Source: an optimization exercise on an open RTL-to-GDS flow (aim: small area, a short achievable clock period and few clock cycles per item). Production flows keep margins and buffers that such runs may drop.
RTL that was checked went through simulation tests only; none was proved equivalent to the original.
Only the layout flow was run in runs 4 to 6; the RTL was not checked for function there.

==> design/flow/design.v <==
`timescale 1ns / 1ps
module BkCarry #(parameter WIDTH = 17, parameter LOGW = 5) (
    input  [WIDTH-1:0] p,
    input  [WIDTH-1:0] g,
    input              ci,
    output [WIDTH-1:0] co
);
    integer i, j;
    reg [WIDTH-1:0] pp, gg;
    always @* begin
        pp = p;
        gg = g;
        gg[0] = g[0] | (p[0] & ci);
        for (i = 1; i <= LOGW; i = i + 1) begin
            for (j = 2**i - 1; j < WIDTH; j = j + 2**i) begin
                gg[j] = gg[j] | (pp[j] & gg[j - 2**(i-1)]);
                pp[j] = pp[j] & pp[j - 2**(i-1)];
            end
        end
        for (i = LOGW; i > 0; i = i - 1) begin
            for (j = 2**i + 2**(i-1) - 1; j < WIDTH; j = j + 2**i) begin
                gg[j] = gg[j] | (pp[j] & gg[j - 2**(i-1)]);
                pp[j] = pp[j] & pp[j - 2**(i-1)];
            end
        end
    end
    assign co = gg;
endmodule
`timescale 1ns / 1ps
module Lzc16 (
    input  [15:0] x,
    output [3:0]  n
);
    wire       z3 = ~|x[15:8];
    wire [7:0] y8 = z3 ? x[7:0] : x[15:8];
    wire       z2 = ~|y8[7:4];
    wire [3:0] y4 = z2 ? y8[3:0] : y8[7:4];
    wire       z1 = ~|y4[3:2];
    wire [1:0] y2 = z1 ? y4[1:0] : y4[3:2];
    wire       z0 = ~y2[1];
    assign n = {z3, z2, z1, z0};
endmodule
module PrefixOr16 (
    input  [15:0] x,
    output [15:0] y
);
    wire [15:0] l1 = x  | {x[14:0], 1'b0};
    wire [15:0] l2 = l1 | {l1[13:0], 2'b0};
    wire [15:0] l3 = l2 | {l2[11:0], 4'b0};
    assign y       = l3 | {l3[7:0], 8'b0};
endmodule
`timescale 1ns / 1ps
module ALU_16bit (
    input              clk,
    input              rst,
    input              start,
    input       [3:0]  op,
    input  signed [15:0] A,
    input  signed [15:0] B,
    output reg signed [15:0] Z_low,
    output     signed [15:0] Z_high,
    output reg         valid
);
    reg  [15:0] zh_r;
    reg         zh_ext;
    assign Z_high = zh_r | {16{zh_ext & Z_low[15]}};
    reg        s_mul;      
    reg        s_norm;     
    reg        s_iter;     
    reg        s_fix;      
    reg  [3:0] cnt;
    reg        d_one, d_two, d_neg;    
    reg        f_one, f_two, f_neg;    
    reg        triv;       
    wire idle   = ~(s_mul | s_norm | s_iter | s_fix);
    wire go     = start & idle;
    wire op_mul = (op == 4'b0010);
    wire op_div = (op == 4'b0011);
    wire sign_a = A[15];
    wire sign_b = B[15];
    wire sign_q = A[15] ^ B[15];
    wire dz     = ~|B;
    wire [15:0] xa = {A[14:0] ^ {15{sign_a}}, 1'b1};
    wire [15:0] xb = {B[14:0] ^ {15{sign_b}}, 1'b1};
    wire [3:0]  ca1, cb1;
    Lzc16 lza (.x(xa), .n(ca1));
    Lzc16 lzb (.x(xb), .n(cb1));
    wire [5:0]  u_k   = {2'b00, cb1} - {2'b00, ca1} + {5'd0, sign_a};    
    wire        trivial = u_k[5];                      
    wire        t_zero = A[15] & ~A[14] & (&B);
    wire [3:0]  u_ld  = u_k[3:0] | {4{t_zero}};        
    wire [16:0] a_ext  = {A, 1'b0};
    wire [1:0]  nxt_j  = s_mul ? {1'b1, ~cnt[1]} : 2'd1;
    wire [2:0]  trp_lo = a_ext[{nxt_j, 2'b00} +: 3];
    wire [2:0]  trp_hi = a_ext[{nxt_j, 2'b10} +: 3];
    wire n_one = trp_lo[1] ^ trp_lo[0];
    wire n_two = (trp_lo == 3'b011) | (trp_lo == 3'b100);
    wire n_neg = trp_lo[2] & ~(trp_lo[1] & trp_lo[0]);
    wire m_one = trp_hi[1] ^ trp_hi[0];
    wire m_two = (trp_hi == 3'b011) | (trp_hi == 3'b100);
    wire m_neg = trp_hi[2] & ~(trp_hi[1] & trp_hi[0]);
    wire [15:0] r_sh   = {zh_r[14:0], Z_low[15]};
    wire        fix_neg = s_fix & sign_a;
    wire [19:0] ax = ({20{s_mul}}  & {{4{zh_r[15]}}, zh_r})
                   | ({20{s_iter}} & {4'b0000, r_sh})
                   | ({20{s_fix}}  & ({4'b0000, zh_r} ^ {20{fix_neg}}))
                   | ({20{idle & A[1]}} & {{3{B[15]}}, B, 1'b0});
    wire e1   = (s_mul & d_one) | s_iter | (idle & A[0]);
    wire e2   = s_mul & d_two;
    wire inv  = (s_mul & d_neg) | (s_iter & ~sign_b);
    wire h1   = (s_mul & f_one) | (idle & A[2]);
    wire h2   = (s_mul & f_two) | (idle & A[3] & ~A[2]);
    wire hinv = (s_mul & f_neg) | (idle & A[3]);
    wire        mul_any = s_mul | idle;
    wire [17:0] by18 = (({18{e1}} & {{2{B[15]}}, B}) | ({18{e2}} & {B[15], B, 1'b0})) ^ {18{inv}};
    wire [19:0] by  = {{2{by18[17]}}, by18};
    wire [17:0] hy  = ((({18{h1}} & {{2{B[15]}}, B}) | ({18{h2}} & {B[15], B, 1'b0})) ^ {18{hinv}});
    wire [19:0] ty  = mul_any ? {hy, hinv, inv} : 20'd0;
    wire [19:0] cs_s = ax ^ by ^ ty;
    wire [19:0] cs_c = {(ax[18:0] & by[18:0]) | (ax[18:0] & ty[18:0]) | (by[18:0] & ty[18:0]), mul_any & hinv};
    wire        a_ci = mul_any ? hinv : (inv | fix_neg);
    wire [20:0] s21 = {cs_s, 1'b1} + {cs_c, a_ci};
    wire [19:0] sum = s21[20:1];
    wire        sub  = (op[0] ^ op[2]) & ~op[1] & ~op[3];     
    wire [16:0] ae   = {A[15], A};
    wire [16:0] be   = {B[15], B} ^ {17{sub}};
    wire [16:0] ap   = ae ^ be;
    wire [16:0] ag   = ae & be;
    wire [16:0] aco;
    BkCarry #(.WIDTH(17), .LOGW(5)) acy (.p(ap), .g(ag), .ci(sub), .co(aco));
    wire [16:0] add  = ap ^ {aco[15:0], sub};
    wire        cn_on = s_norm ? sign_a : sign_q;    
    wire [15:0] zl_or;                                
    PrefixOr16 zpo (.x(Z_low), .y(zl_or));
    wire [15:0] zl_cn = Z_low ^ ({zl_or[14:0], 1'b0} & {16{cn_on}});
    wire        right  = op[0];                    
    wire [15:0] r_in   = s_norm ? zl_cn : (right ? {A[14:0], A[15]} : A);
    wire [3:0]  r_amt  = (B[3:0] ^ {4{right}}) & {4{~s_norm}} | (~cnt & {4{s_norm}});
    wire [31:0] r_dbl  = {r_in, r_in} << r_amt;
    wire [15:0] rot    = r_dbl[31:16];
    wire [15:0] hmask  = 16'hFFFF << r_amt;        
    wire [15:0] shr_m  = 16'hFFFF >> B[3:0];
    wire        lt  = add[16];
    wire        eq  = &ap[15:0];
    wire        op_cmp = (op == 4'b0100);
    wire        op_log = (op[3:2] == 2'b01 & op[1:0] != 2'b00) | (op[3:1] == 3'b100);   
    wire        op_shl = (op == 4'b1010);
    wire        op_shr = (op == 4'b1011);
    wire        op_rot = (op[3:1] == 3'b110);
    wire        op_sum = (op[3:1] == 3'b000);                                          
    wire        g_t11 = (op == 4'b0110) | (op == 4'b1000);                      
    wire        g_t01 = (op == 4'b0101) | (op == 4'b1000) | (op == 4'b1001);   
    wire        g_t00 = (op == 4'b0101) | (op == 4'b0111);                      
    wire [15:0] logic_r = (ag[15:0] & {16{g_t11}}) | (ap[15:0] & {16{g_t01}}) | (~(ap[15:0] | ag[15:0]) & {16{g_t00}});
    wire [15:0] sh_m  = ({16{op_shl}} & hmask) | ({16{op_shr}} & shr_m) | {16{op_rot}};
    wire [15:0] res   = ({16{op_sum}} & add[15:0])
                      | ({16{op_div}} & A)
                      | ({16{op_log}} & logic_r)
                      | (sh_m & rot)
                      | {{15{op_cmp & lt}}, op_cmp & (lt | ~eq)};
    wire take = ~sum[19];                 
    wire sel_mul  = s_mul | (idle & op_mul);
    wire sel_norm = s_norm;
    wire sel_iter = s_iter;
    wire sel_fix  = s_fix;
    wire sel_idle = idle & ~op_mul;
    always @(posedge clk or negedge rst) begin
        if (!rst) begin
            valid  <= 1'b0;
            s_mul  <= 1'b0;
            s_norm <= 1'b0;
            s_iter <= 1'b0;
            s_fix  <= 1'b0;
            cnt    <= 4'd0;
        end else begin
            valid <= 1'b0;
            if (go) begin
                if (op_mul) begin
                    s_mul <= 1'b1;
                    cnt   <= 4'd2;
                end else if (op_div) begin
                    s_norm <= 1'b1;
                    cnt    <= u_ld;
                end else begin
                    valid <= 1'b1;
                end
            end
            if (s_mul) begin
                cnt <= cnt - 4'd1;
                if (cnt[1:0] == 2'd0) begin
                    s_mul <= 1'b0;
                    valid <= 1'b1;
                end
            end
            if (s_norm) begin
                s_norm <= 1'b0;
                if (triv)
                    valid  <= 1'b1;
                else
                    s_iter <= 1'b1;
            end
            if (s_iter) begin
                cnt <= cnt - 4'd1;
                if (cnt[3:0] == 4'd0) begin
                    s_iter <= 1'b0;
                    if (sign_q | sign_a)
                        s_fix <= 1'b1;
                    else
                        valid <= 1'b1;
                end
            end
            if (s_fix) begin
                s_fix <= 1'b0;
                valid <= 1'b1;
            end
        end
    end
    always @(posedge clk) begin
        d_one <= n_one;
        d_two <= n_two;
        d_neg <= n_neg;
        f_one <= m_one;
        f_two <= m_two;
        f_neg <= m_neg;
        triv  <= trivial | dz;
        zh_r   <= ({16{sel_mul}}  & sum[19:4])
                | ({16{sel_norm}} & (triv ? A : (rot & ~hmask)))
                | ({16{sel_iter}} & ((take ? sum[15:0] : r_sh)))
                | ({16{sel_fix}}  & sum[15:0])
                | ({16{sel_idle & op_div}} & A);
        zh_ext <= sel_idle & op_sum;
        Z_low  <= ({16{sel_mul}}  & {sum[3:0], Z_low[15:4]})
                | ({16{sel_norm}} & (triv ? {16{dz}} : (rot & hmask)))
                | ({16{sel_iter}} & {Z_low[14:0], take})
                | ({16{sel_fix}}  & zl_cn)
                | ({16{sel_idle}} & res);
    end
endmodule
==> design/flow/flow/run.sh <==
#!/bin/bash
# The standard layout, except that the ports are buffered with buf_2 cells
# instead of the default delay-type buffer.  Each tool's output is in
# standard.log (make) and orfs/logs/.
export BUFFER_PORTS_ARGS="-buffer_cell sky130_fd_sc_hd__buf_2"
bash standard.sh > standard.log 2>&1
==> design/flow/standard.sh <==
#!/bin/bash
# synth_recipe.tcl (not shown) runs the flow's synth.tcl, then flattens the netlist and writes it again
# the make line also repeats each setting of config.mk as NAME=value (left out here)
make -C /OpenROAD-flow-scripts/flow DESIGN_CONFIG=/design/flow/config.mk WORK_HOME=/design/flow/orfs CLKGATE_MAP_FILE= SYNTH_SCRIPT=/design/flow/synth_recipe.tcl "${@:-finish}"
==> design/flow/config.mk <==
export PLATFORM = sky130hd
export DESIGN_NAME = ALU_16bit
export DESIGN_NICKNAME = ALU_16bit
export VERILOG_FILES = /design/flow/design.v
export SDC_FILE = /design/flow/constraint.sdc
export NUM_CORES = 4
export LEC_CHECK = 0
export ABC_AREA = 1
export CAP_MARGIN = 20
export CORE_MARGIN = 2
export CORE_UTILIZATION = 65
export PLACE_DENSITY = 0.75
export SETUP_SLACK_MARGIN = 1.0
export SLEW_MARGIN = 20
==> design/flow/constraint.sdc <==
create_clock -name core_clock -period 6.0 [get_ports {clk}]
set_input_delay 1.2000 -clock core_clock [delete_from_list [all_inputs] [get_ports {clk}]]
set_output_delay 1.2000 -clock core_clock [all_outputs]
set_load 0.01 [all_outputs]
==> results of run 1 <==
[through the flow]
step,worst slack (ns),instances,hold slack [ns],utilization (%)
4_1_cts,1.02,1955,0.562,71.0
6_report,1.22,1969,0.575,72.6
2_1_floorplan,1.12,1707,0.482,-
3_5_place_dp,0.589,1947,0.555,69.9
5_1_grt,0.966,1966,0.607,72.5
3_3_place_gp,0.693,1947,0.537,69.9
[cells by family (layout without fill, tap and decap cells)]
group	Yosys count	after routing	share of synthesized area, %
AOI/OAI and AO/OA	334	334	20.6
xor gates and xnor gates	99	99	8.54
adders and majority gates	95	95	13.7
buffers and inverters	321	369	12.5
DFF	49	49	10.0
muxes	1	1	0.110
other	0	3	0
and+or+nand+nor	808	808	34.5
[routing by layer]
layer  track usage [%]  up-vias  wire length [µm]
met5              2.94        -                64
met2              73.0     1206             17400
met3              20.9      313              7910
met1              65.3     5893             15300
li1                  -     5848                 -
met4              31.2        2              3690
[worst reg2reg max path: stages, from the launching register on]
cell and delay (ns):
dfrtp_1 0.36, buf_4 0.22, nor2_2 0.25, nand3_2 0.32
inv_1 0.27, a32oi_4 0.16, buf_6 0.17, o22ai_1 0.26
xor2_1 0.15, fa_1 0.56, inv_1 0.05, ha_1 0.36
nand2_1 0.10, nand2_1 0.07, o21bai_1 0.18, a21oi_1 0.18
nand3_1 0.10, nand2_1 0.06, nand2_1 0.12, buf_4 0.23
nand3_1 0.08, o21ai_0 0.08, a21oi_1 0.17, nand4_1 0.13
[layout by cell type (no fill, tap or decap), drive strengths merged, types with 36 or more instances in the layout]
cell,netlist,routed
o21ai,83,83
a21oi,87,87
nand4,36,36
ha,66,66
nor2,114,114
xor2,80,80
o22ai,59,59
inv,253,252
nand2,400,400
nand3,223,223
dfxtp,40,40
buf,32,102
[worst max-delay path by stage]
stage               depth (start not counted)    from         to  slack [ns]
finish                                     20   op[0]  Z_low[12]        1.22
global route                               23  s_iter   zh_r[11]        0.97
CTS                                        22    A[0]   zh_r[10]        1.02
detailed placement                         22    A[0]   zh_r[14]        0.59
global placement                           23    A[0]   zh_r[14]        0.69
floorplan                                  20   op[0]  Z_low[14]        1.12
[timing repair]
item | 4_1_cts | 5_1_grt
gates cloned | 0 | 1
hold buffers | 0 | 0
pin swaps | 0 | 2
setup endpoints to repair | 8 | 29
gates resized for setup | 1 | 33
buffers inserted | 0 | 10
[cell type report]
class | count | share of cell area, %
inverters | 257 | 8.73
clock inverters | 2 | 0.349
diodes | 3 | 0.0675
repair buffers | 104 | 5.54
clock buffers | 6 | 1.16
multi-input cells | 1337 | 72.5
flip-flops and latches | 49 | 9.23
well taps | 211 | 2.37
==> PnR_summary.wiki, run 1 <==
{| class="wikitable"
! Metric !! Value
|-
| Clock Path Buffers || 2
|-
| Slew headroom || 43.7%
|-
| Height of the die || 130 µm
|-
| Post-synth top cells || nand2_1 (396), inv_1 (242), nand3_1 (219)
|-
| Width of the die || 130 µm
|-
| Transition at the pin with the smallest max-transition slack || between 0.8 and 0.9 ns
|-
| # port buffers || 71
|-
| Wire length of the first global-routing pass || approximately 66,000 µm
|-
| Initial DRC Count || between 2,000 and 3,000
|-
| Clock tree skew after final layout || ~0.013 ns
|-
| Post-synth EDFFs || 0
|-
| Worst endpoint data arrival time || around 5.0 ns
|-
| Worst-path cell chain || buf_2, buf_4, a21oi_2, buf_6, xor2_1, ha_1, nand3_1, nand3_1, inv_1, or2_1, o2111ai_1, inv_1, nor2_1, nor2_1, fa_1, o22ai_1, a211oi_1, nand3_1, nand2_1, nand2_1
|-
| Instance area after placement || approximately 11,000 µm²
|-
| CTS H-tree depth || 2
|-
| CP max stage delay || between 0.5 and 0.6 ns
|-
| Clock Pin Slew Worst Setup and Hold Paths || around 0.07 ns
|-
| Final slew viol count || 0
|-
| Hold path depth || 2
|-
| Detail Route Antenna Nets || 0
|-
| Average routed wire per standard cell || around 23 µm
|-
| Netlist area before placement || between 10,000 and 15,000 µm²
|-
| Post-layout net count || ~1,900
|-
| RSZ-0062 raised after global routing || no
|-
| Capturing point of the worst reg2reg path || zh_r[11]
|-
| Initial Util || between 60% and 70%
|-
| Kind of start point of the critical path || input port
|-
| Cell type group with the largest total delay on the critical path || buffers and inverters
|-
| TritonCTS clock tree || done
|-
| CTS root buffer || clkbuf_16
|-
| Top cells by area in the synthesized netlist || nand2_1 (15%), nand3_1 (11%), inv_1 (8.9%)
|-
| Number of distinct library cell variants in the gate-level netlist after synthesis || 57
|-
| Routability congestion estimate from global placement || between 1 and 1.5
|-
| Accumulated negative setup slack || 0 ns
|-
| Number of optimization iterations in the first detailed-route pass || 12
|-
| Routed via count || roughly 13,000
|-
| Dominant cell by count in the synthesized netlist || nand2_1
|-
| Combined global-route utilization of all metal layers || between 50% and 60%
|-
| Register Area || between 1000 and 1500 µm²
|-
| Cells after Synth || approximately 1,700
|-
| Grt total ovfl || 0
|-
| Number of placement rows || 45
|-
| Area added between synthesis and finish || 8.58%
|-
| Largest regs || Z_low: 16 flops, zh_r: 16 flops, cnt: 4 flops
|-
| Clock tree sinks || 49
|-
| Final hold viol count || 0
|-
| Worst path buffer plus inverter count || 5
|-
| Area of the core || ~15,000 µm²
|-
| Proportion of synthesized chip area in sequential cells || between 10% and 20%
|-
| Number of antenna violations at the first check in global routing || 0
|-
| Kind of path behind the tightest hold check || flop to flop
|-
| Ratio of cells with drive above 1 in the final layout || 9.80%
|-
| Worst hold path startpoint || zh_r[7]
|-
| Most frequent CP cell || nand3_1
|-
| Type of the worst setup path || input port to flop
|-
| Number of maximum-capacitance constraint violations || 0
|-
| Async S/R FF share, synth || 18.4%
|-
| Share of the clock period used by the worst path || between 70 and 80%
|-
| FF-to-FF Start || s_iter
|-
| Achievable clock frequency || approximately 210 MHz
|-
| Top_reg_cell synth || dfxtp_1
|-
| Number of clock buffers inserted by TritonCTS || 5
|-
| Via count of the first global-routing pass || 11,700
|-
| Final critical path time including I/O delays and setup || between 4 and 5 ns
|-
| Run status || no timing/DRC/antenna violations
|-
| Post-route cell area || between 10,000 and 15,000 µm²
|-
| Maximum fanout along the worst path || 38
|-
| Fill cell instance count of the final layout || ~1,300
|-
| Detailed-route vias per instance || 6.74
|-
| HPWL Detailed || between 30,000 and 40,000 µm
|-
| Pin count of the biggest net entering global routing || 39
|-
| Residual DRC || 0
|-
| Area of the multi-input gates || 8070 µm²
|-
| Hold Crit Endpoint || zh_r[8]
|-
| Total of endpoints with negative setup slack in the final report || 0
|-
| Worst Setup End Kind || flop
|-
| Leading area contributor after synthesis || nand2_1
|-
| Net Count, Synth || between 1,500 and 2,000
|-
| Register-to-Register Setup Slack || 1.24 ns
|-
| Average cell area after synthesis || 6.00 µm²
|-
| Clock network latency to the later pin of the worst-skew pair || between 0.3 and 0.4 ns
|-
| Number of warnings printed during yosys synthesis || 2
|-
| Critical path data required time || 6.21 ns
|-
| Ports placed on the boundary || 72
|-
| Total length of routed wires || roughly 44,000 µm
|-
| Share of the synthesized area in the top cell type || between 10% and 20%
|-
| CP max-delay cell || fa_1
|-
| Count of state elements after synthesis || 49
|-
| Count of cells along the worst register-to-register path || 23
|-
| Total die area || 16,800 µm²
|}
Testbench counts, summed over its fixed seeds: cycles 37,038, items 24,000.
==> run 2: changes to the inputs <==
--- a/design/flow/config.mk
+++ b/design/flow/config.mk
@@ -8,7 +8,6 @@
 export ABC_AREA = 1
 export CAP_MARGIN = 20
 export CORE_MARGIN = 2
-export CORE_UTILIZATION = 65
-export PLACE_DENSITY = 0.75
-export SETUP_SLACK_MARGIN = 1.0
+export CORE_UTILIZATION = 40
+export SETUP_SLACK_MARGIN = 1.3
 export SLEW_MARGIN = 20
==> PnR_summary.wiki, run 2 <==
{| class="wikitable"
! Metric !! Value
|-
| Run status || no timing/DRC/antenna violations (unchanged)
|-
| Top cells by area in the synthesized netlist || nand2_1 (15%), nand3_1 (11%), inv_1 (8.9%) (unchanged)
|-
| Leading cell type in the layout, fill and taps excluded || nand2_1 (unchanged)
|-
| Share of the clock period used by the worst path || 76.6% (was 79.7%)
|-
| Final slew viol count || 0 (unchanged)
|-
| Kind of start point of the critical path || input port (unchanged)
|-
| Number of clock buffers inserted by TritonCTS || 5 (unchanged)
|-
| Accumulated negative setup slack || 0 ns (unchanged)
|-
| Final critical path time including I/O delays and setup || 4.60 ns (was 4.78 ns)
|-
| Detailed-route vias per instance || 6.09 (was 6.74)
|-
| CTS root buffer || clkbuf_16 (unchanged)
|-
| Cells after Synth || 1,707 (unchanged)
|-
| Post-synth EDFFs || 0 (unchanged)
|-
| Total die area || 26,900 µm² (was 16,800 µm²)
|-
| Grt total ovfl || 0 (unchanged)
|-
| # port buffers || 71 (unchanged)
|-
| HPWL Detailed || 39,200 µm (was 34,400 µm)
|-
| Clock tree sinks || 49 (unchanged)
|-
| Clock tree skew after final layout || 0.00713 ns (was 0.0126 ns)
|-
| Origin of the worst setup path || A[2] (was op[0])
|-
| Count of state elements after synthesis || 49 (unchanged)
|-
| Combined global-route utilization of all metal layers || 36.1% (was 51.6%)
|-
| Async S/R FF share, synth || 18.4% (unchanged)
|-
| CP max-delay cell || fa_1 (unchanged)
|-
| Number of optimization iterations in the first detailed-route pass || 5 (was 12)
|-
| Worst-path cell chain || buf_4, inv_1, buf_6, a32oi_4, buf_6, o22ai_1, xor2_1, fa_1, inv_1, ha_2, nand2_1, inv_1, nand3_2, nor2_2, nand4_1, nand4_1, nand2_4, buf_4, inv_1, o22ai_1, a21oi_2, nand4_1 (was buf_2, buf_4, a21oi_2, buf_6, xor2_1, ha_1, nand3_1, nand3_1, inv_1, or2_1, o2111ai_1, inv_1, nor2_1, nor2_1, fa_1, o22ai_1, a211oi_1, nand3_1, nand2_1, nand2_1)
|-
| Total of endpoints with negative setup slack in the final report || 0 (unchanged)
|-
| Area added between synthesis and finish || 12.8% (was 8.58%)
|-
| Number of placement rows || 58 (was 45)
|-
| Maximum fanout along the worst path || 9 (was 38)
|-
| Highest-count cells in the layout ignoring fill and taps || nand2_1 (390), inv_1 (236), nand3_1 (217) (was nand2_1 (395), inv_1 (239), nand3_1 (219))
|-
| Clock Pin Slew Worst Setup and Hold Paths || 0.07 ns (about the same)
|-
| Width of the die || 164 µm (was 130 µm)
|-
| Fill cell instance count of the final layout || 2,737 (was 1,349)
|-
| Net Count, Synth || 1,841 (unchanged)
|-
| Wire length of the first global-routing pass || 72,800 µm (was 65,500 µm)
|-
| CTS H-tree depth || 2 (unchanged)
|-
| TritonCTS clock tree || done (unchanged)
|-
| Clock network latency to the later pin of the worst-skew pair || 0.30 ns (was 0.32 ns)
|-
| Transition at the pin with the smallest max-transition slack || 0.914 ns (was 0.838 ns)
|-
| Number of antenna violations at the first check in global routing || 1 (was 0)
|-
| Type of the worst setup path || input port to flop (unchanged)
|-
| Slew headroom || 38.7% (was 43.7%)
|-
| Via count of the first global-routing pass || 11,600 (was 11,700)
|-
| Routability congestion estimate from global placement || 1.01 (was 1.12)
|-
| CP max stage delay || 0.54 ns (was 0.51 ns)
|-
| Average cell area after synthesis || 6.00 µm² (unchanged)
|-
| Number of warnings printed during yosys synthesis || 2 (unchanged)
|-
| Height of the die || 164 µm (was 130 µm)
|-
| Critical path data required time || 6.18 ns (was 6.21 ns)
|-
| Final hold viol count || 0 (unchanged)
|-
| Kind of path behind the tightest hold check || flop to flop (unchanged)
|-
| Ports placed on the boundary || 72 (unchanged)
|-
| RSZ-0062 raised after global routing || yes (was no)
|-
| Detail Route Antenna Nets || 0 (unchanged)
|-
| Worst Setup End Kind || flop (unchanged)
|-
| Pin count of the biggest net entering global routing || 37 (was 39)
|-
| Netlist area before placement || 10,200 µm² (unchanged)
|-
| Share of the synthesized area in the top cell type || 14.5% (unchanged)
|-
| Achievable clock frequency || 218 MHz (was 209 MHz)
|-
| Post-synth top cells || nand2_1 (396), inv_1 (242), nand3_1 (219) (unchanged)
|-
| Top_reg_cell synth || dfxtp_1 (unchanged)
|-
| Number of distinct library cell variants in the gate-level netlist after synthesis || 57 (unchanged)
|-
| Most frequent CP cell || inv_1 (was nand3_1)
|-
| Worst endpoint data arrival time || 4.78 ns (was 5.00 ns)
|-
| Number of maximum-capacitance constraint violations || 0 (unchanged)
|-
| Total length of routed wires || 49,100 µm (was 44,300 µm)
|-
| Initial DRC Count || 1,841 (was 2,536)
|-
| Average routed wire per standard cell || 23.5 µm (was 22.5 µm)
|-
| Area of the core || 25,200 µm² (was 15,300 µm²)
|-
| Ratio of cells with drive above 1 in the final layout || 12.2% (was 9.80%)
|-
| Largest regs || Z_low: 16 flops, zh_r: 16 flops, cnt: 4 flops (unchanged)
|-
| Residual DRC || 0 (unchanged)
|-
| Initial Util || 40.7% (was 66.9%)
|-
| Dominant cell by count in the synthesized netlist || nand2_1 (unchanged)
|-
| Proportion of synthesized chip area in sequential cells || 10.0% (unchanged)
|-
| Clock Path Buffers || 2 (unchanged)
|-
| FF-to-FF Start || s_iter (unchanged)
|-
| Post-layout net count || 1,895 (was 1,888)
|-
| Routed via count || 12,700 (was 13,300)
|-
| Worst hold path startpoint || zh_r[1] (was zh_r[7])
|-
| Leading area contributor after synthesis || nand2_1 (unchanged)
|}
[run 2: what timing repair did]
action | in CTS | in global routing
gates cloned | 1 | 0
endpoints found under the setup margin | 32 | 35
resized for setup | 27 | 63
buffers inserted | 7 | 5
hold endpoints to repair | 0 | 0
hold buffers | 0 | 0
pin swaps | 2 | 8
[run 2: layer usage]
metal	wire (µm)	track usage [%]
met5	0	0
met4	2470	15.9
met3	5180	5.30
met2	20800	54.6
met1	20700	50.8
[run 2: logic make-up after synthesis]
kind of cell | synth area share (%)
fa+ha+maj | 13.7
mux | 0.110
simple gates | 34.5
buf+inv | 12.5
flops | 10.0
xor+xnor | 8.54
compound gates | 20.6
[run 2: worst paths after layout]
| kind | depth (start not counted) | endpoint | slack, ns |
|---|---|---|---|
| worst max-delay path | 22 | zh_r[12] | 1.40 |
| worst min register to register | 2 | zh_r[2] | 0.56 |
| max in group asynchronous | 1 | s_mul | 5.02 |
| worst max register to register | 22 | zh_r[12] | 1.58 |
| min in group asynchronous | 1 | cnt[1] | 0.75 |
| worst min-delay path | 2 | zh_r[2] | 0.56 |
[run 2: area by class of cell]
class / instances / area, µm² / share of cell area, %
Antenna cell: 1 / 2.50 / 0.0217
Clock buffer: 7 / 164 / 1.42
Clock inverter: 1 / 7.51 / 0.0650
Inverter: 257 / 980 / 8.48
Multi-Input combinational cell: 1337 / 8250 / 71.4
Sequential cell: 49 / 1030 / 8.90
Tap cell: 330 / 413 / 3.57
Timing Repair Buffer: 111 / 704 / 6.10
[run 2: critical path: cells and delay by family]
kind                       cells  cell delay [ns]
buffers and inverters          8             1.06
and+or+nand+nor                7             0.82
adders and majority gates      2             0.93
xor gates and xnor gates       1             0.17
AOI/OAI and AO/OA              4             0.58
[run 2: metrics by stage]
step | hold slack, ns | cells | instance area (µm²) | worst slack (ns) | utilization [%]
after floorplan | 0.482 | 1707 | 10200 | 1.36 | -
after global placement | 0.546 | 2071 | 10900 | 0.536 | 43.3
after detailed placement | 0.549 | 2071 | 10900 | 0.420 | 43.3
after CTS | 0.561 | 2087 | 11300 | 1.28 | 44.7
after global routing | 0.600 | 2092 | 11600 | 1.22 | 45.9
final | 0.562 | 2093 | 11600 | 1.40 | 45.9
==> run 3: changes to the inputs <==
--- a/design/flow/config.mk
+++ b/design/flow/config.mk
@@ -9,5 +9,5 @@
 export CAP_MARGIN = 20
 export CORE_MARGIN = 2
 export CORE_UTILIZATION = 40
-export SETUP_SLACK_MARGIN = 1.3
+export SETUP_SLACK_MARGIN = 1.0
 export SLEW_MARGIN = 20
==> PnR_summary.wiki, run 3 <==
{| class="wikitable"
! Metric !! Value
|-
| Run status || no timing/DRC/antenna violations (unchanged)
|-
| Clock Pin Slew Worst Setup and Hold Paths || 0.07 ns (about the same)
|-
| Wire length of the first global-routing pass || 71,300 µm (was 72,800 µm)
|-
| Number of placement rows || 58 (unchanged)
|-
| Initial Util || 40.7% (unchanged)
|-
| Achievable clock frequency || 209 MHz (was 218 MHz)
|-
| TritonCTS clock tree || done (unchanged)
|-
| Pin count of the biggest net entering global routing || 37 (unchanged)
|-
| Initial DRC Count || 2,076 (was 1,841)
|-
| Total die area || 26,900 µm² (unchanged)
|-
| CTS H-tree depth || 2 (unchanged)
|-
| Dominant cell by count in the synthesized netlist || nand2_1 (unchanged)
|-
| Final slew viol count || 0 (unchanged)
|-
| Via count of the first global-routing pass || 11,400 (was 11,600)
|-
| Number of warnings printed during yosys synthesis || 2 (unchanged)
|-
| Number of distinct library cell variants in the gate-level netlist after synthesis || 57 (unchanged)
|-
| Count of state elements after synthesis || 49 (unchanged)
|-
| Post-synth top cells || nand2_1 (396), inv_1 (242), nand3_1 (219) (unchanged)
|-
| RSZ-0062 raised after global routing || no (was yes)
|-
| Routed via count || 12,700 (about the same)
|-
| Maximum fanout along the worst path || 10 (was 9)
|-
| Leading area contributor after synthesis || nand2_1 (unchanged)
|-
| Share of the synthesized area in the top cell type || 14.5% (unchanged)
|-
| Largest regs || Z_low: 16 flops, zh_r: 16 flops, cnt: 4 flops (unchanged)
|-
| Number of clock buffers inserted by TritonCTS || 5 (unchanged)
|-
| Critical path data required time || 6.15 ns (was 6.18 ns)
|-
| Kind of path behind the tightest hold check || flop to flop (unchanged)
|-
| Ratio of cells with drive above 1 in the final layout || 9.72% (was 12.2%)
|-
| Cells after Synth || 1,707 (unchanged)
|-
| Number of optimization iterations in the first detailed-route pass || 6 (was 5)
|-
| Worst endpoint data arrival time || 4.94 ns (was 4.78 ns)
|-
| Grt total ovfl || 0 (unchanged)
|-
| Worst Setup End Kind || flop (unchanged)
|-
| Type of the worst setup path || input port to flop (unchanged)
|-
| Detailed-route vias per instance || 6.07 (was 6.09)
|-
| Post-Route Utilization || 44.7% (was 45.9%)
|-
| Kind of start point of the critical path || input port (unchanged)
|-
| Final critical path time including I/O delays and setup || 4.78 ns (was 4.60 ns)
|-
| Net Count, Synth || 1,841 (unchanged)
|-
| Clock tree sinks || 49 (unchanged)
|-
| Async S/R FF share, synth || 18.4% (unchanged)
|-
| # port buffers || 71 (unchanged)
|-
| Ports placed on the boundary || 72 (unchanged)
|-
| Average routed wire per standard cell || 23.0 µm (was 23.5 µm)
|-
| Top_reg_cell synth || dfxtp_1 (unchanged)
|-
| Total of endpoints with negative setup slack in the final report || 0 (unchanged)
|-
| CTS root buffer || clkbuf_16 (unchanged)
|-
| Share of the clock period used by the worst path || 79.7% (was 76.6%)
|-
| Residual DRC || 0 (unchanged)
|-
| Clock Path Buffers || 2 (unchanged)
|-
| Netlist area before placement || 10,200 µm² (unchanged)
|-
| Routability congestion estimate from global placement || 1.03 (was 1.01)
|-
| Slew headroom || 49.5% (was 38.7%)
|-
| Total length of routed wires || 48,100 µm (was 49,100 µm)
|-
| Total of hold buffers inserted after clock tree synthesis || 0 (unchanged)
|-
| Area added between synthesis and finish || 10.0% (was 12.8%)
|-
| Top cells by area in the synthesized netlist || nand2_1 (15%), nand3_1 (11%), inv_1 (8.9%) (unchanged)
|-
| Detail Route Antenna Nets || 0 (unchanged)
|-
| Post-layout net count || 1,892 (was 1,895)
|-
| Proportion of synthesized chip area in sequential cells || 10.0% (unchanged)
|-
| Average cell area after synthesis || 6.00 µm² (unchanged)
|-
| Leading cell type in the layout, fill and taps excluded || nand2_1 (unchanged)
|-
| Clock tree skew after final layout || 0.00436 ns (was 0.00713 ns)
|-
| Height of the die || 164 µm (unchanged)
|-
| Area of the core || 25,200 µm² (unchanged)
|-
| Post-synth EDFFs || 0 (unchanged)
|-
| Antenna cell count || 0 (was 1)
|-
| Width of the die || 164 µm (unchanged)
|-
| Highest-count cells in the layout ignoring fill and taps || nand2_1 (394), inv_1 (239), nand3_1 (219) (was nand2_1 (390), inv_1 (236), nand3_1 (217))
|-
| Number of antenna violations at the first check in global routing || 0 (was 1)
|-
| Final hold viol count || 0 (unchanged)
|-
| Number of maximum-capacitance constraint violations || 0 (unchanged)
|-
| Clock network latency to the later pin of the worst-skew pair || 0.30 ns (about the same)
|-
| Accumulated negative setup slack || 0 ns (unchanged)
|-
| Combined global-route utilization of all metal layers || 35.4% (was 36.1%)
|-
| HPWL Detailed || 38,500 µm (was 39,200 µm)
|-
| Transition at the pin with the smallest max-transition slack || 0.757 ns (was 0.914 ns)
|}
-- run 3: cell counts after synthesis --
No cell type changed its count.
-- run 3: timing repair --
action / 4_1_cts / 5_1_grt
pin swaps: 0 / 2
gates resized for setup: 6 / 24
setup buffers: 3 / 7
hold endpoints to repair: 0 / 0
endpoints found under the setup margin: 24 / 19
-- run 3: worst paths after layout --
path	from	to	slack, ns	cells past startpoint
max reg2reg	s_fix	zh_r[14]	1.37	23
max	A[0]	zh_r[13]	1.22	18
min	zh_r[3]	zh_r[4]	0.56	2
min in group asynchronous	rst	cnt[3]	0.76	1
max in group asynchronous	rst	s_fix	5.01	1
min reg2reg	zh_r[3]	zh_r[4]	0.56	2
-- run 3: cell families after synthesis --
group	share of synthesized area, %
compound gates	20.6
xor+xnor	8.54
fa+ha+maj	13.7
buf+inv	12.5
flops	10.0
mux	0.110
simple gates	34.5
-- run 3: cell type report --
| class | count | area, µm² |
|---|---|---|
| Clock buffer | 8 | 146 |
| Inverter | 257 | 973 |
| Multi-Input combinational cell | 1337 | 8040 |
| Sequential cell | 49 | 1030 |
| Fill cell | 2757 | 13900 |
| Tap cell | 330 | 413 |
| Timing Repair Buffer | 108 | 662 |
-- run 3: worst max-delay path, cell delays in order --
cell and delay (ns):
buf_2 0.11, clkinvlp_4 0.22, o221ai_4 0.25, inv_2 0.13, buf_4 0.16, o22ai_1 0.13
xor2_1 0.22, fa_1 0.51, ha_1 0.38, a21oi_1 0.23, nand2_1 0.15, a21oi_1 0.32
o21ai_1 0.18, nand3_1 0.10, nand2_1 0.06, xnor2_1 0.25, o21bai_1 0.17, nand4_1 0.15
-- run 3: routing by layer --
layer,vias up,track usage (%),wire [µm]
met5,-,0,0
met4,0,13.7,2270
met3,119,4.90,5450
met2,851,52.6,20100
met1,5848,51.4,20300
li1,5853,-,-
-- run 3: through the flow --
| step | hold WS [ns] | std cells | setup WS (ns) | cell area, µm² |
|---|---|---|---|---|
| floorplan | 0.482 | 1707 | 1.12 | 10200 |
| CTS | 0.555 | 2082 | 1.04 | 11100 |
| global route | 0.587 | 2089 | 0.972 | 11300 |
| finish | 0.564 | 2089 | 1.22 | 11300 |
| detailed placement | 0.529 | 2071 | 0.331 | 10900 |
| global placement | 0.534 | 2071 | 0.509 | 10900 |
==> run 4: changes to the inputs <==
--- a/design/flow/design.v
+++ b/design/flow/design.v
@@ -121,7 +121,7 @@
     wire        a_ci = mul_any ? hinv : (inv | fix_neg);
     wire [20:0] s21 = {cs_s, 1'b1} + {cs_c, a_ci};
     wire [19:0] sum = s21[20:1];
-    wire        sub  = (op[0] ^ op[2]) & ~op[1] & ~op[3];     
+    wire        sub  = op[0] | op[2];              
     wire [16:0] ae   = {A[15], A};
     wire [16:0] be   = {B[15], B} ^ {17{sub}};
     wire [16:0] ap   = ae ^ be;
@@ -151,7 +151,11 @@
     wire        g_t11 = (op == 4'b0110) | (op == 4'b1000);                      
     wire        g_t01 = (op == 4'b0101) | (op == 4'b1000) | (op == 4'b1001);   
     wire        g_t00 = (op == 4'b0101) | (op == 4'b0111);                      
-    wire [15:0] logic_r = (ag[15:0] & {16{g_t11}}) | (ap[15:0] & {16{g_t01}}) | (~(ap[15:0] | ag[15:0]) & {16{g_t00}});
+    reg  [15:0] logic_r;
+    integer li;
+    always @(*)
+        for (li = 0; li < 16; li = li + 1)
+            logic_r[li] = A[li] ? (B[li] ? g_t11 : g_t01) : (B[li] ? g_t01 : g_t00);
     wire [15:0] sh_m  = ({16{op_shl}} & hmask) | ({16{op_shr}} & shr_m) | {16{op_rot}};
     wire [15:0] res   = ({16{op_sum}} & add[15:0])
                       | ({16{op_div}} & A)
==> PnR_summary.wiki, run 4 <==
{| class="wikitable"
! Metric !! Value
|-
| Leading area contributor after synthesis || nand2_1 (unchanged)
|-
| Slew headroom || 30.1% (was 49.5%)
|-
| Wire length of the first global-routing pass || 73,500 µm (was 71,300 µm)
|-
| Count of cells along the worst register-to-register path || 19 (was 23)
|-
| Post-synthesis mux area share || 0.109% (was 0.110%)
|-
| Post-layout net count || 1,836 (was 1,892)
|-
| Combined global-route utilization of all metal layers || 36.4% (was 35.4%)
|-
| Area of the multi-input gates || 8040 µm² (about the same)
|-
| Initial Util || 40.9% (was 40.7%)
|-
| Transition at the pin with the smallest max-transition slack || 1.05 ns (was 0.757 ns)
|-
| Number of optimization iterations in the first detailed-route pass || 6 (unchanged)
|-
| Final slew viol count || 0 (unchanged)
|-
| Detailed-route vias per instance || 6.19 (was 6.07)
|-
| Final Worst Setup Slack || 1.06 ns (was 1.22 ns)
|-
| Highest-count cells in the layout ignoring fill and taps || nand2_1 (358), inv_1 (203), nand3_1 (192) (was nand2_1 (394), inv_1 (239), nand3_1 (219))
|-
| Dominant cell by count in the synthesized netlist || nand2_1 (unchanged)
|-
| Routability congestion estimate from global placement || 1.03 (about the same)
|-
| Clock Pin Slew Worst Setup and Hold Paths || 0.08 ns (was 0.07 ns)
|-
| Total of hold buffers inserted after clock tree synthesis || 0 (unchanged)
|-
| Net Count, Synth || 1,809 (was 1,841)
|-
| Register Area || 1030 µm² (about the same)
|-
| Worst endpoint data arrival time || 5.12 ns (was 4.94 ns)
|-
| Residual DRC || 0 (unchanged)
|-
| Worst hold path startpoint || cnt[3] (was zh_r[3])
|-
| Number of distinct library cell variants in the gate-level netlist after synthesis || 58 (was 57)
|-
| Cells after Synth || 1,692 (was 1,707)
|-
| Hold Crit Endpoint || cnt[3] (was zh_r[4])
|-
| Main combinational cell family by area after synthesis || simple AND/OR/NAND/NOR gates (unchanged)
|-
| Count of state elements after synthesis || 49 (unchanged)
|-
| Number of antenna violations at the first check in global routing || 2 (was 0)
|-
| Top_reg_cell synth || dfxtp_1 (unchanged)
|-
| Number of warnings printed during yosys synthesis || 2 (unchanged)
|-
| Pin count of the biggest net entering global routing || 40 (was 37)
|-
| Average cell area after synthesis || 6.11 µm² (was 6.00 µm²)
|-
| Final Instance Count excl. Fillers || 2,050 (was 2,089)
|-
| Area added between synthesis and finish || 7.04% (was 10.0%)
|-
| Instance area after placement || 10,900 µm² (about the same)
|-
| Area of the core || 25,300 µm² (was 25,200 µm²)
|-
| Register-to-Register Setup Slack || 1.66 ns (was 1.37 ns)
|-
| Height of the die || 165 µm (was 164 µm)
|-
| FF-to-FF Start || s_iter (was s_fix)
|-
| Post-route cell area || 11,100 µm² (was 11,300 µm²)
|-
| Clock tree skew after final layout || 0.00729 ns (was 0.00436 ns)
|-
| Capturing point of the worst reg2reg path || zh_r[10] (was zh_r[14])
|-
| Initial DRC Count || 1,646 (was 2,076)
|-
| Via count of the first global-routing pass || 11,600 (was 11,400)
|-
| Total of endpoints with negative setup slack in the final report || 0 (unchanged)
|-
| Number of placement rows || 58 (unchanged)
|-
| Clock tree sinks || 49 (unchanged)
|-
| TritonCTS clock tree || done (unchanged)
|-
| Number of maximum-capacitance constraint violations || 0 (unchanged)
|-
| RSZ-0062 raised after global routing || yes (was no)
|-
| Average routed wire per standard cell || 24.1 µm (was 23.0 µm)
|-
| Ratio of cells with drive above 1 in the final layout || 12.3% (was 9.72%)
|-
| Top cells by area in the synthesized netlist || nand2_1 (13%), nand3_1 (9.3%), dfxtp_1 (7.7%) (was nand2_1 (15%), nand3_1 (11%), inv_1 (8.9%))
|-
| Maximum fanout along the worst path || 16 (was 10)
|-
| Width of the die || 165 µm (was 164 µm)
|-
| Kind of path behind the tightest hold check || flop to flop (unchanged)
|-
| Total length of routed wires || 49,300 µm (was 48,100 µm)
|-
| Fin Hold WS || 0.585 ns (was 0.564 ns)
|-
| HPWL Detailed || 39,200 µm (was 38,500 µm)
|-
| Kind of start point of the critical path || input port (unchanged)
|-
| Setup Slack @ Placement || 0.668 ns (was 0.331 ns)
|-
| Met3 layer usage reported by global route || 9.17% (was 4.90%)
|-
| Share of the synthesized area in compound gates (AO/OA/AOI/OAI) || 22.7% (was 20.6%)
|-
| Total die area || 27,200 µm² (was 26,900 µm²)
|-
| Share of the synthesized area in the top cell type || 13.0% (was 14.5%)
|-
| Netlist area before placement || 10,300 µm² (was 10,200 µm²)
|-
| Post-synth top cells || nand2_1 (359), inv_1 (207), nand3_1 (192) (was nand2_1 (396), inv_1 (242), nand3_1 (219))
|-
| Final hold viol count || 0 (unchanged)
|-
| Leading cell type in the layout, fill and taps excluded || nand2_1 (unchanged)
|-
| Proportion of synthesized chip area in sequential cells || 9.92% (was 10.0%)
|-
| Largest regs || Z_low: 16 flops, zh_r: 16 flops, cnt: 4 flops (unchanged)
|-
| Fraction of synthesized cell area in xor and xnor cells || 8.37% (was 8.54%)
|-
| CTS root buffer || clkbuf_16 (unchanged)
|-
| Clock Path Buffers || 2 (unchanged)
|-
| Grt total ovfl || 0 (unchanged)
|-
| Worst Setup End Kind || flop (unchanged)
|-
| Most utilized layer in the global route result || met2 (unchanged)
|-
| # port buffers || 71 (unchanged)
|-
| Clock network latency to the later pin of the worst-skew pair || 0.32 ns (was 0.30 ns)
|-
| GR Layer Usage met1 || 49.5% (was 51.4%)
|-
| CTS H-tree depth || 2 (unchanged)
|-
| Achievable clock frequency || 202 MHz (was 209 MHz)
|-
| Post-synth EDFFs || 0 (unchanged)
|-
| Type of the worst setup path || input port to flop (unchanged)
|-
| Met2 track utilization from global routing || 55.2% (was 52.6%)
|-
| Accumulated negative setup slack || 0 ns (unchanged)
|-
| Synthesized-area fraction occupied by and/or/nand/nor cells || 34.7% (was 34.5%)
|-
| Number of clock buffers inserted by TritonCTS || 5 (unchanged)
|-
| Detail Route Antenna Nets || 0 (unchanged)
|-
| Ports placed on the boundary || 72 (unchanged)
|-
| Share of the clock period used by the worst path || 82.3% (was 79.7%)
|-
| Fill cell instance count of the final layout || 2,875 (was 2,757)
|-
| Critical path data required time || 6.18 ns (was 6.15 ns)
|-
| Async S/R FF share, synth || 18.4% (unchanged)
|-
| # placed instances || 2,040 (was 2,071)
|-
| Routed via count || 12,700 (about the same)
|-
| Final critical path time including I/O delays and setup || 4.94 ns (was 4.78 ns)
|-
| Antenna cell count || 0 (unchanged)
|-
| Post-Synth Adder-Cell Area || 11.5% (was 13.7%)
|-
| Run status || no timing/DRC/antenna violations (unchanged)
|-
| Hold path depth || 2 (unchanged)
|}
run 4: changes by cell type after synthesis, sizes merged, moves of 6 or more:
cell	change
ha	-17
o22ai	+6
nand2	-28
nand3	+6
o21ai	+29
nand4	-11
clkinv	+7
nor2	-8
inv	-28
a21oi	+38
buf	+12
nor3	+7
run 4: cell families (layout without fill, tap and decap cells):
group,after synthesis,count (layout)
adder cells (fa/ha/maj),78,78
AO/OA/AOI/OAI,386,386
multiplexers,1,1
AND/OR/NAND/NOR,769,769
flip-flops,49,49
XOR/XNOR,98,98
buffers and inverters,311,339
run 4: repair_timing:
| action | 4_1_cts | 5_1_grt |
|---|---|---|
| setup endpoints to repair | 0 | 18 |
| buffers inserted | 0 | 2 |
| hold endpoints to repair | 0 | 0 |
| gates resized for setup | 0 | 18 |
run 4: per-layer routing:
metal / part of all wire (%) / up-vias
met4: 4.4 / 4
met2: 42 / 816
met3: 12 / 156
met5: 0.053 / -
li1: - / 5798
met1: 41 / 5906
run 4: how the worst max path moves through the flow:
stage / start / to / slack [ns]
final: A[3] / zh_r[10] / 1.06
after global routing: B[15] / triv / 0.99
after floorplan: A[3] / zh_r[1] / 1.42
after global placement: B[15] / zh_r[2] / 0.66
after CTS: B[15] / zh_r[2] / 1.01
after detailed placement: B[15] / zh_r[2] / 0.67
run 4: stage by stage:
step	utilization [%]
floorplan	-
CTS	43.6
detailed placement	43.0
finish	43.8
global route	43.8
global placement	43.0
run 4: critical path: stages:
cell and delay [ns]:
buf_2 0.16, inv_1 0.22, nor3_1 0.10, a21oi_1 0.22, buf_4 0.28, o22ai_1 0.12, xor2_1 0.18, fa_1 0.56
inv_1 0.05, ha_1 0.36, a21oi_1 0.26, o21ai_0 0.16, a21oi_1 0.18, nand3_1 0.10, or2_1 0.22, nand2_2 0.21
o22ai_1 0.10, a21oi_1 0.27, nand4_1 0.15
run 4: area by class of cell:
class	count	area share [%]
timing repair buffer	95	4.88
clock buffer	5	1.13
tap	330	3.73
clock inverter	3	0.226
sequential	49	9.27
inverter	236	8.14
multi-input combinational	1332	72.6
==> run 5: changes to the inputs <==
--- a/design/flow/design.v
+++ b/design/flow/design.v
@@ -85,7 +85,8 @@
     wire [3:0]  ca1, cb1;
     Lzc16 lza (.x(xa), .n(ca1));
     Lzc16 lzb (.x(xb), .n(cb1));
-    wire [5:0]  u_k   = {2'b00, cb1} - {2'b00, ca1} + {5'd0, sign_a};    
+    wire        npw   = sign_a & ~|({A[14:0], 1'b0} & ~A);
+    wire [5:0]  u_k   = {2'b00, cb1} - {2'b00, ca1} + {5'd0, npw};       
     wire        trivial = u_k[5];                      
     wire        t_zero = A[15] & ~A[14] & (&B);
     wire [3:0]  u_ld  = u_k[3:0] | {4{t_zero}};        
==> PnR_summary.wiki, run 5 <==
{| class="wikitable"
! Metric !! Value
|-
| Average cell area after synthesis || 5.92 µm² (was 6.11 µm²)
|-
| Ports placed on the boundary || 72 (unchanged)
|-
| Worst-path cell chain || buf_2, buf_6, inv_2, nand2_1, o21ai_0, or2_1, nor3_1, nand2_1, o21ai_0, xor2_1, o21bai_1, a21oi_1, ha_1, fa_1, inv_1, ha_1, xnor2_1, o21ai_0, o21ai_0, nand2_1, o21ai_0 (was buf_2, inv_1, nor3_1, a21oi_1, buf_4, o22ai_1, xor2_1, fa_1, inv_1, ha_1, a21oi_1, o21ai_0, a21oi_1, nand3_1, or2_1, nand2_2, o22ai_1, a21oi_1, nand4_1)
|-
| Post-synth EDFFs || 0 (unchanged)
|-
| Register Area || 1030 µm² (unchanged)
|-
| Endpoint of the most critical setup path || cnt[2] (was zh_r[10])
|-
| Pin count of the biggest net entering global routing || 40 (unchanged)
|-
| Clock Path Buffers || 2 (unchanged)
|-
| Final Worst Setup Slack || 1.17 ns (was 1.06 ns)
|-
| Number of antenna violations at the first check in global routing || 2 (unchanged)
|-
| Cells after Synth || 1,737 (was 1,692)
|-
| Highest-count cells in the layout ignoring fill and taps || nand2_1 (397), nand3_1 (214), inv_1 (207) (was nand2_1 (358), inv_1 (203), nand3_1 (192))
|-
| TritonCTS clock tree || done (unchanged)
|-
| Final slew viol count || 0 (unchanged)
|-
| Share of the synthesized area in the top cell type || 14.6% (was 13.0%)
|-
| Async S/R FF share, synth || 18.4% (unchanged)
|-
| Ratio of cells with drive above 1 in the final layout || 9.73% (was 12.3%)
|-
| Post-route cell area || 11,100 µm² (about the same)
|-
| Fin Hold WS || 0.576 ns (was 0.585 ns)
|-
| Cell type group with the largest total delay on the critical path || compound AO/OA/AOI/OAI gates (unchanged)
|-
| Number of distinct library cell variants in the gate-level netlist after synthesis || 54 (was 58)
|-
| Critical path data required time || 6.20 ns (was 6.18 ns)
|-
| CP max stage delay || 0.53 ns (was 0.56 ns)
|-
| Number of clock buffers inserted by TritonCTS || 5 (unchanged)
|-
| Kind of start point of the critical path || input port (unchanged)
|-
| RSZ-0062 raised after global routing || yes (unchanged)
|-
| Area added between synthesis and finish || 8.49% (was 7.04%)
|-
| Number of placement rows || 58 (unchanged)
|-
| CTS H-tree depth || 2 (unchanged)
|-
| Slew headroom || 32.1% (was 30.1%)
|-
| # port buffers || 71 (unchanged)
|-
| Top_reg_cell synth || dfxtp_1 (unchanged)
|-
| Routed via count || 12,900 (was 12,700)
|-
| Residual DRC || 0 (unchanged)
|-
| Number of maximum-capacitance constraint violations || 0 (unchanged)
|-
| Netlist area before placement || 10,300 µm² (about the same)
|-
| CTS root buffer || clkbuf_16 (unchanged)
|-
| Most frequent CP cell || o21ai_0 (was a21oi_1)
|-
| Post-layout net count || 1,885 (was 1,836)
|-
| Clock network latency to the later pin of the worst-skew pair || 0.32 ns (about the same)
|-
| Top cells by area in the synthesized netlist || nand2_1 (15%), nand3_1 (10%), dfxtp_1 (7.8%) (was nand2_1 (13%), nand3_1 (9.3%), dfxtp_1 (7.7%))
|-
| Combined global-route utilization of all metal layers || 35.6% (was 36.4%)
|-
| Largest regs || Z_low: 16 flops, zh_r: 16 flops, cnt: 4 flops (unchanged)
|-
| Kind of path behind the tightest hold check || flop to flop (unchanged)
|-
| Count of state elements after synthesis || 49 (unchanged)
|-
| Detail Route Antenna Nets || 0 (unchanged)
|-
| Worst path buffer plus inverter count || 4 (unchanged)
|-
| Area of the multi-input gates || 8080 µm² (was 8040 µm²)
|-
| Number of optimization iterations in the first detailed-route pass || 6 (unchanged)
|-
| Run status || no timing/DRC/antenna violations (unchanged)
|-
| CP max-delay cell || fa_1 (unchanged)
|-
| Detailed-route vias per instance || 6.13 (was 6.19)
|-
| Total of endpoints with negative setup slack in the final report || 0 (unchanged)
|-
| Leading cell type in the layout, fill and taps excluded || nand2_1 (unchanged)
|-
| Cell depth of the worst setup path || 21 (was 19)
|-
| Height of the die || 164 µm (was 165 µm)
|-
| Count of cells along the worst register-to-register path || 20 (was 19)
|-
| Total length of routed wires || 48,200 µm (was 49,300 µm)
|-
| Routability congestion estimate from global placement || 1.02 (was 1.03)
|-
| Fill cell instance count of the final layout || 2,821 (was 2,875)
|-
| Transition at the pin with the smallest max-transition slack || 1.01 ns (was 1.05 ns)
|-
| Capturing point of the worst reg2reg path || zh_r[11] (was zh_r[10])
|-
| Instance area after placement || 10,900 µm² (about the same)
|-
| Number of warnings printed during yosys synthesis || 2 (unchanged)
|-
| Worst endpoint data arrival time || 5.03 ns (was 5.12 ns)
|-
| Register-to-Register Setup Slack || 1.32 ns (was 1.66 ns)
|-
| Grt total ovfl || 0 (unchanged)
|-
| Net Count, Synth || 1,855 (was 1,809)
|-
| Type of the worst setup path || input port to flop (unchanged)
|-
| Average routed wire per standard cell || 23.0 µm (was 24.1 µm)
|-
| Clock tree sinks || 49 (unchanged)
|-
| Post-synth top cells || nand2_1 (399), nand3_1 (215), inv_1 (210) (was nand2_1 (359), inv_1 (207), nand3_1 (192))
|-
| Final critical path time including I/O delays and setup || 4.83 ns (was 4.94 ns)
|-
| Maximum fanout along the worst path || 17 (was 16)
|-
| HPWL Detailed || 38,700 µm (was 39,200 µm)
|-
| Share of the clock period used by the worst path || 80.5% (was 82.3%)
|-
| Total die area || 27,000 µm² (was 27,200 µm²)
|-
| Setup Slack @ Placement || 0.288 ns (was 0.668 ns)
|-
| Wire length of the first global-routing pass || 71,800 µm (was 73,500 µm)
|-
| Final hold viol count || 0 (unchanged)
|-
| Clock tree skew after final layout || 0.00709 ns (was 0.00729 ns)
|-
| Proportion of synthesized chip area in sequential cells || 9.98% (was 9.92%)
|-
| Width of the die || 164 µm (was 165 µm)
|-
| Via count of the first global-routing pass || 11,600 (about the same)
|-
| Achievable clock frequency || 207 MHz (was 202 MHz)
|-
| Initial Util || 40.8% (was 40.9%)
|-
| Initial DRC Count || 1,758 (was 1,646)
|-
| Area of the core || 25,200 µm² (was 25,300 µm²)
|-
| FF-to-FF Start || s_mul (was s_iter)
|-
| Clock Pin Slew Worst Setup and Hold Paths || 0.08 ns (about the same)
|-
| Leading area contributor after synthesis || nand2_1 (unchanged)
|-
| Antenna cell count || 0 (unchanged)
|-
| Worst Setup End Kind || flop (unchanged)
|-
| Accumulated negative setup slack || 0 ns (unchanged)
|-
| Origin of the worst setup path || A[15] (was A[3])
|-
| Dominant cell by count in the synthesized netlist || nand2_1 (unchanged)
|}
## run 5: changes by cell type after synthesis, moves of 6 or more
| cell | change |
|---|---|
| a21oi_1 | -13 |
| a221oi_1 | +6 |
| buf_2 | +6 |
| clkbuf_1 | +6 |
| nand2_1 | +40 |
| nand2_2 | -6 |
| nand3_1 | +23 |
| nand3_2 | -28 |
| nand4_1 | +8 |
| nor2_1 | +14 |
| xnor2_1 | +10 |
## run 5: metrics by stage
step	utilization, %	cells
5_1_grt	44.3	2098
3_5_place_dp	43.2	2087
4_1_cts	43.8	2095
2_1_floorplan	-	1737
6_report	44.3	2098
3_3_place_gp	43.2	2087
## run 5: cell type report
class	count	area share [%]
multi-input cells	1374	72.5
flip-flops and latches	49	9.20
inverters	236	8.04
repair buffers	101	5.24
well taps	330	3.70
clock buffers	5	1.12
clock inverters	3	0.224
## run 5: repair_timing
action                                  4_1_cts  5_1_grt
hold buffers                                  0        0
buffers inserted                              0        3
endpoints found under the setup margin       17       21
cloned                                        0        0
resized for setup                             6       21
## run 5: worst reg2reg max path, delay by kind of cell (launching register included)
| kind | cells | cell delay [ns] |
|---|---|---|
| buffers and inverters | 3 | 0.41 |
| flip-flops | 1 | 0.38 |
| AND/OR/NAND/NOR | 9 | 1.66 |
| adder cells (fa/ha/maj) | 2 | 0.86 |
| AO/OA/AOI/OAI | 5 | 1.12 |
| XOR/XNOR | 1 | 0.12 |
## run 5: how the worst min path moves through the flow
| stage | startpoint | endpoint | slack [ns] | depth (start not counted) |
|---|---|---|---|---|
| after floorplan | zh_r[3] | zh_r[4] | 0.48 | 2 |
| after global placement | zh_r[3] | zh_r[4] | 0.55 | 2 |
| after detailed placement | zh_r[3] | zh_r[4] | 0.55 | 2 |
| after CTS | zh_r[1] | zh_r[2] | 0.56 | 2 |
| after global routing | zh_r[1] | zh_r[2] | 0.61 | 2 |
| final | zh_r[1] | zh_r[2] | 0.58 | 2 |
## run 5: cell families after synthesis
group                      after synthesis  synth area share [%]
AOI/OAI and AO/OA                      377                  22.4
xor gates and xnor gates               103                  8.78
adders and majority gates               79                  11.7
buffers and inverters                  314                  12.3
DFF                                     49                  9.98
muxes                                    1                 0.110
and+or+nand+nor                        814                  34.7
## run 5: routing by layer
layer / vias to the layer above / routed length, µm / global-route usage [%]
li1: 5945 / - / -
met1: 5960 / 19700 / 47.6
met2: 796 / 21000 / 56.1
met3: 153 / 4670 / 5.56
met4: 0 / 2740 / 16.8
met5: - / 0 / 0
==> run 6: changes to the inputs <==
--- a/design/flow/design.v
+++ b/design/flow/design.v
@@ -135,8 +135,9 @@
     PrefixOr16 zpo (.x(Z_low), .y(zl_or));
     wire [15:0] zl_cn = Z_low ^ ({zl_or[14:0], 1'b0} & {16{cn_on}});
     wire        right  = op[0];                    
-    wire [15:0] r_in   = s_norm ? zl_cn : (right ? {A[14:0], A[15]} : A);
-    wire [3:0]  r_amt  = (B[3:0] ^ {4{right}}) & {4{~s_norm}} | (~cnt & {4{s_norm}});
+    wire [15:0] r_in   = s_norm ? zl_cn : A;
+    wire [3:0]  s_neg  = 4'd0 - B[3:0];
+    wire [3:0]  r_amt  = s_norm ? ~cnt : (right ? s_neg : B[3:0]);
     wire [31:0] r_dbl  = {r_in, r_in} << r_amt;
     wire [15:0] rot    = r_dbl[31:16];
     wire [15:0] hmask  = 16'hFFFF << r_amt;        
==> PnR_summary.wiki, run 6 <==
{| class="wikitable"
! Metric !! Value
|-
| CTS H-tree depth || 2 (unchanged)
|-
| Initial DRC Count || 1,649 (was 1,758)
|-
| Area added between synthesis and finish || 7.98% (was 8.49%)
|-
| Total of endpoints with negative setup slack in the final report || 0 (unchanged)
|-
| Pin count of the biggest net entering global routing || 33 (was 40)
|-
| # placed instances || 2,085 (was 2,087)
|-
| Antenna cell count || 0 (unchanged)
|-
| Highest-count cells in the layout ignoring fill and taps || nand2_1 (418), nand3_1 (234), inv_1 (200) (was nand2_1 (397), nand3_1 (214), inv_1 (207))
|-
| Netlist area before placement || 10,300 µm² (about the same)
|-
| Via count of the first global-routing pass || 11,400 (was 11,600)
|-
| Number of antenna violations at the first check in global routing || 0 (was 2)
|-
| Total die area || 27,000 µm² (about the same)
|-
| Fin Hold WS || 0.567 ns (was 0.576 ns)
|-
| Wire length of the first global-routing pass || 71,100 µm (was 71,800 µm)
|-
| Post-layout net count || 1,887 (was 1,885)
|-
| Final Instance Count excl. Fillers || 2,095 (was 2,098)
|-
| Number of placement rows || 58 (unchanged)
|-
| Post-synth EDFFs || 0 (unchanged)
|-
| Number of distinct library cell variants in the gate-level netlist after synthesis || 64 (was 54)
|-
| Run status || no timing/DRC/antenna violations (unchanged)
|-
| Average routed wire per standard cell || 23.0 µm (about the same)
|-
| Maximum fanout along the worst path || 16 (was 17)
|-
| # port buffers || 71 (unchanged)
|-
| Ratio of cells with drive above 1 in the final layout || 10.1% (was 9.73%)
|-
| Slew headroom || 18.6% (was 32.1%)
|-
| Number of optimization iterations in the first detailed-route pass || 6 (unchanged)
|-
| Total of hold buffers inserted after clock tree synthesis || 0 (unchanged)
|-
| Number of maximum-capacitance constraint violations || 0 (unchanged)
|-
| Clock tree sinks || 49 (unchanged)
|-
| Critical path data required time || 6.19 ns (was 6.20 ns)
|-
| Combined global-route utilization of all metal layers || 35.3% (was 35.6%)
|-
| TritonCTS clock tree || done (unchanged)
|-
| Clock network latency to the later pin of the worst-skew pair || 0.32 ns (about the same)
|}
[run 6: cell count changes after synthesis, sizes merged, moves of 5 or more]
cell	change
xnor2	-9
ha	+5
o21ai	-23
nand2	+22
o211ai	-10
nor2	+10
nand3	+12
[run 6: what timing repair did]
item                       in CTS  in global routing
cloned                          0                  1
pin swaps                       0                  0
buffers inserted                1                  0
setup endpoints to repair      17                 21
resized for setup               3                 23
[run 6: worst paths after layout]
kind / cells past startpoint / slack (ns) / start / to
hold / removal: 3 / 0.57 / cnt[3] / s_fix
max in group asynchronous: 1 / 5.10 / rst / s_iter
hold reg to reg: 3 / 0.57 / cnt[3] / s_fix
setup / recovery: 21 / 1.19 / A[0] / zh_r[5]
min in group asynchronous: 1 / 0.72 / rst / cnt[3]
setup reg to reg: 21 / 1.49 / s_norm / zh_r[5]
[run 6: area by class of cell]
type	count	area, µm²	share of cell area, %
Multi-Input combinational cell	1374	8070	72.6
Sequential cell	49	1030	9.22
Inverter	236	903	8.12
Timing Repair Buffer	97	553	4.97
Tap cell	330	413	3.71
Clock buffer	5	125	1.12
Clock inverter	3	25.0	0.225
Timing Repair inverter	1	7.51	0.0675
[run 6: per-stage QoR]
step	setup slack [ns]	area, µm²	utilization (%)
floorplan	1.30	10300	-
global placement	0.544	10900	43.0
detailed placement	0.426	10900	43.0
CTS	1.07	11000	43.7
global route	1.00	11100	44.0
finish	1.19	11100	44.0
[run 6: kinds of logic after synthesis]
kind of cell	synth area share (%)
AO/OA/AOI/OAI	20.7
XOR/XNOR	8.41
adder cells (fa/ha/maj)	12.3
buffers and inverters	12.4
flip-flops	9.96
multiplexers	0.109
AND/OR/NAND/NOR	36.1
[run 6: worst max-delay path: stages]
cell and delay [ns]:
buf_2 0.20, clkinvlp_4 0.21, o221ai_2 0.27, inv_4 0.14, nand2_1 0.08, nand2_1 0.10, xor2_2 0.22, inv_1 0.12
fa_1 0.53, ha_1 0.36, inv_1 0.12, o21bai_1 0.11, nand3_1 0.09, nand2_1 0.05, a21oi_1 0.13, nand3_1 0.12
or2_1 0.26, nand2_4 0.16, clkinvlp_4 0.19, o22ai_1 0.19, nand4_1 0.12
[run 6: metal layers]
| metal | up-vias | GRT usage [%] | wire length [µm] |
|---|---|---|---|
| li1 | 5901 | - | - |
| met1 | 5776 | 49.5 | 20300 |
| met2 | 837 | 53.5 | 20600 |
| met3 | 123 | 7.01 | 5330 |
| met4 | 0 | 12.5 | 2040 |
| met5 | - | 0 | 0 |

re-timing with driven ports:
How much do the figures lean on ideal ports? The routed layouts below were timed once more, with nothing changed but the port constraints. Step 1, drivers: a clkbuf_16 drives clk and a buf_2 each remaining input, both assumed. Step 2 moves the port delays by t, midway between the first and last clock arrival at a register: inputs arrive t later, outputs are due t later. That takes back most of the time a late clock gives input paths. Slacks: no drivers / after step 1 / after step 2; pairs: no drivers / after step 1.
run | t, ns | setup slack, ns | hold WS [ns] | clock arrival spread, ns | pins driven straight from the clock port
run 1 | 0.352 | 1.216 / 1.234 / 0.882 | 0.575 / 0.575 / 0.575 | 0.012 / 0.013 | 1
run 2 | 0.343 | 1.402 / 1.418 / 1.076 | 0.562 / 0.562 / 0.562 | 0.007 / 0.007 | 1
run 3 | 0.341 | 1.215 / 1.238 / 0.898 | 0.564 / 0.564 / 0.564 | 0.004 / 0.005 | 1
run 4 | 0.361 | 1.059 / 1.088 / 0.726 | 0.585 / 0.585 / 0.585 | 0.007 / 0.007 | 1
run 5 | 0.358 | 1.170 / 1.194 / 0.835 | 0.576 / 0.576 / 0.576 | 0.007 / 0.007 | 1
run 6 | 0.361 | 1.192 / 1.206 / 0.845 | 0.567 / 0.567 / 0.567 | 0.012 / 0.012 | 1
After both steps every run listed still meets setup and hold. The setup slack of run 6, which loses most, moves by +0.014 ns with the drivers and by -0.347 ns with both steps.
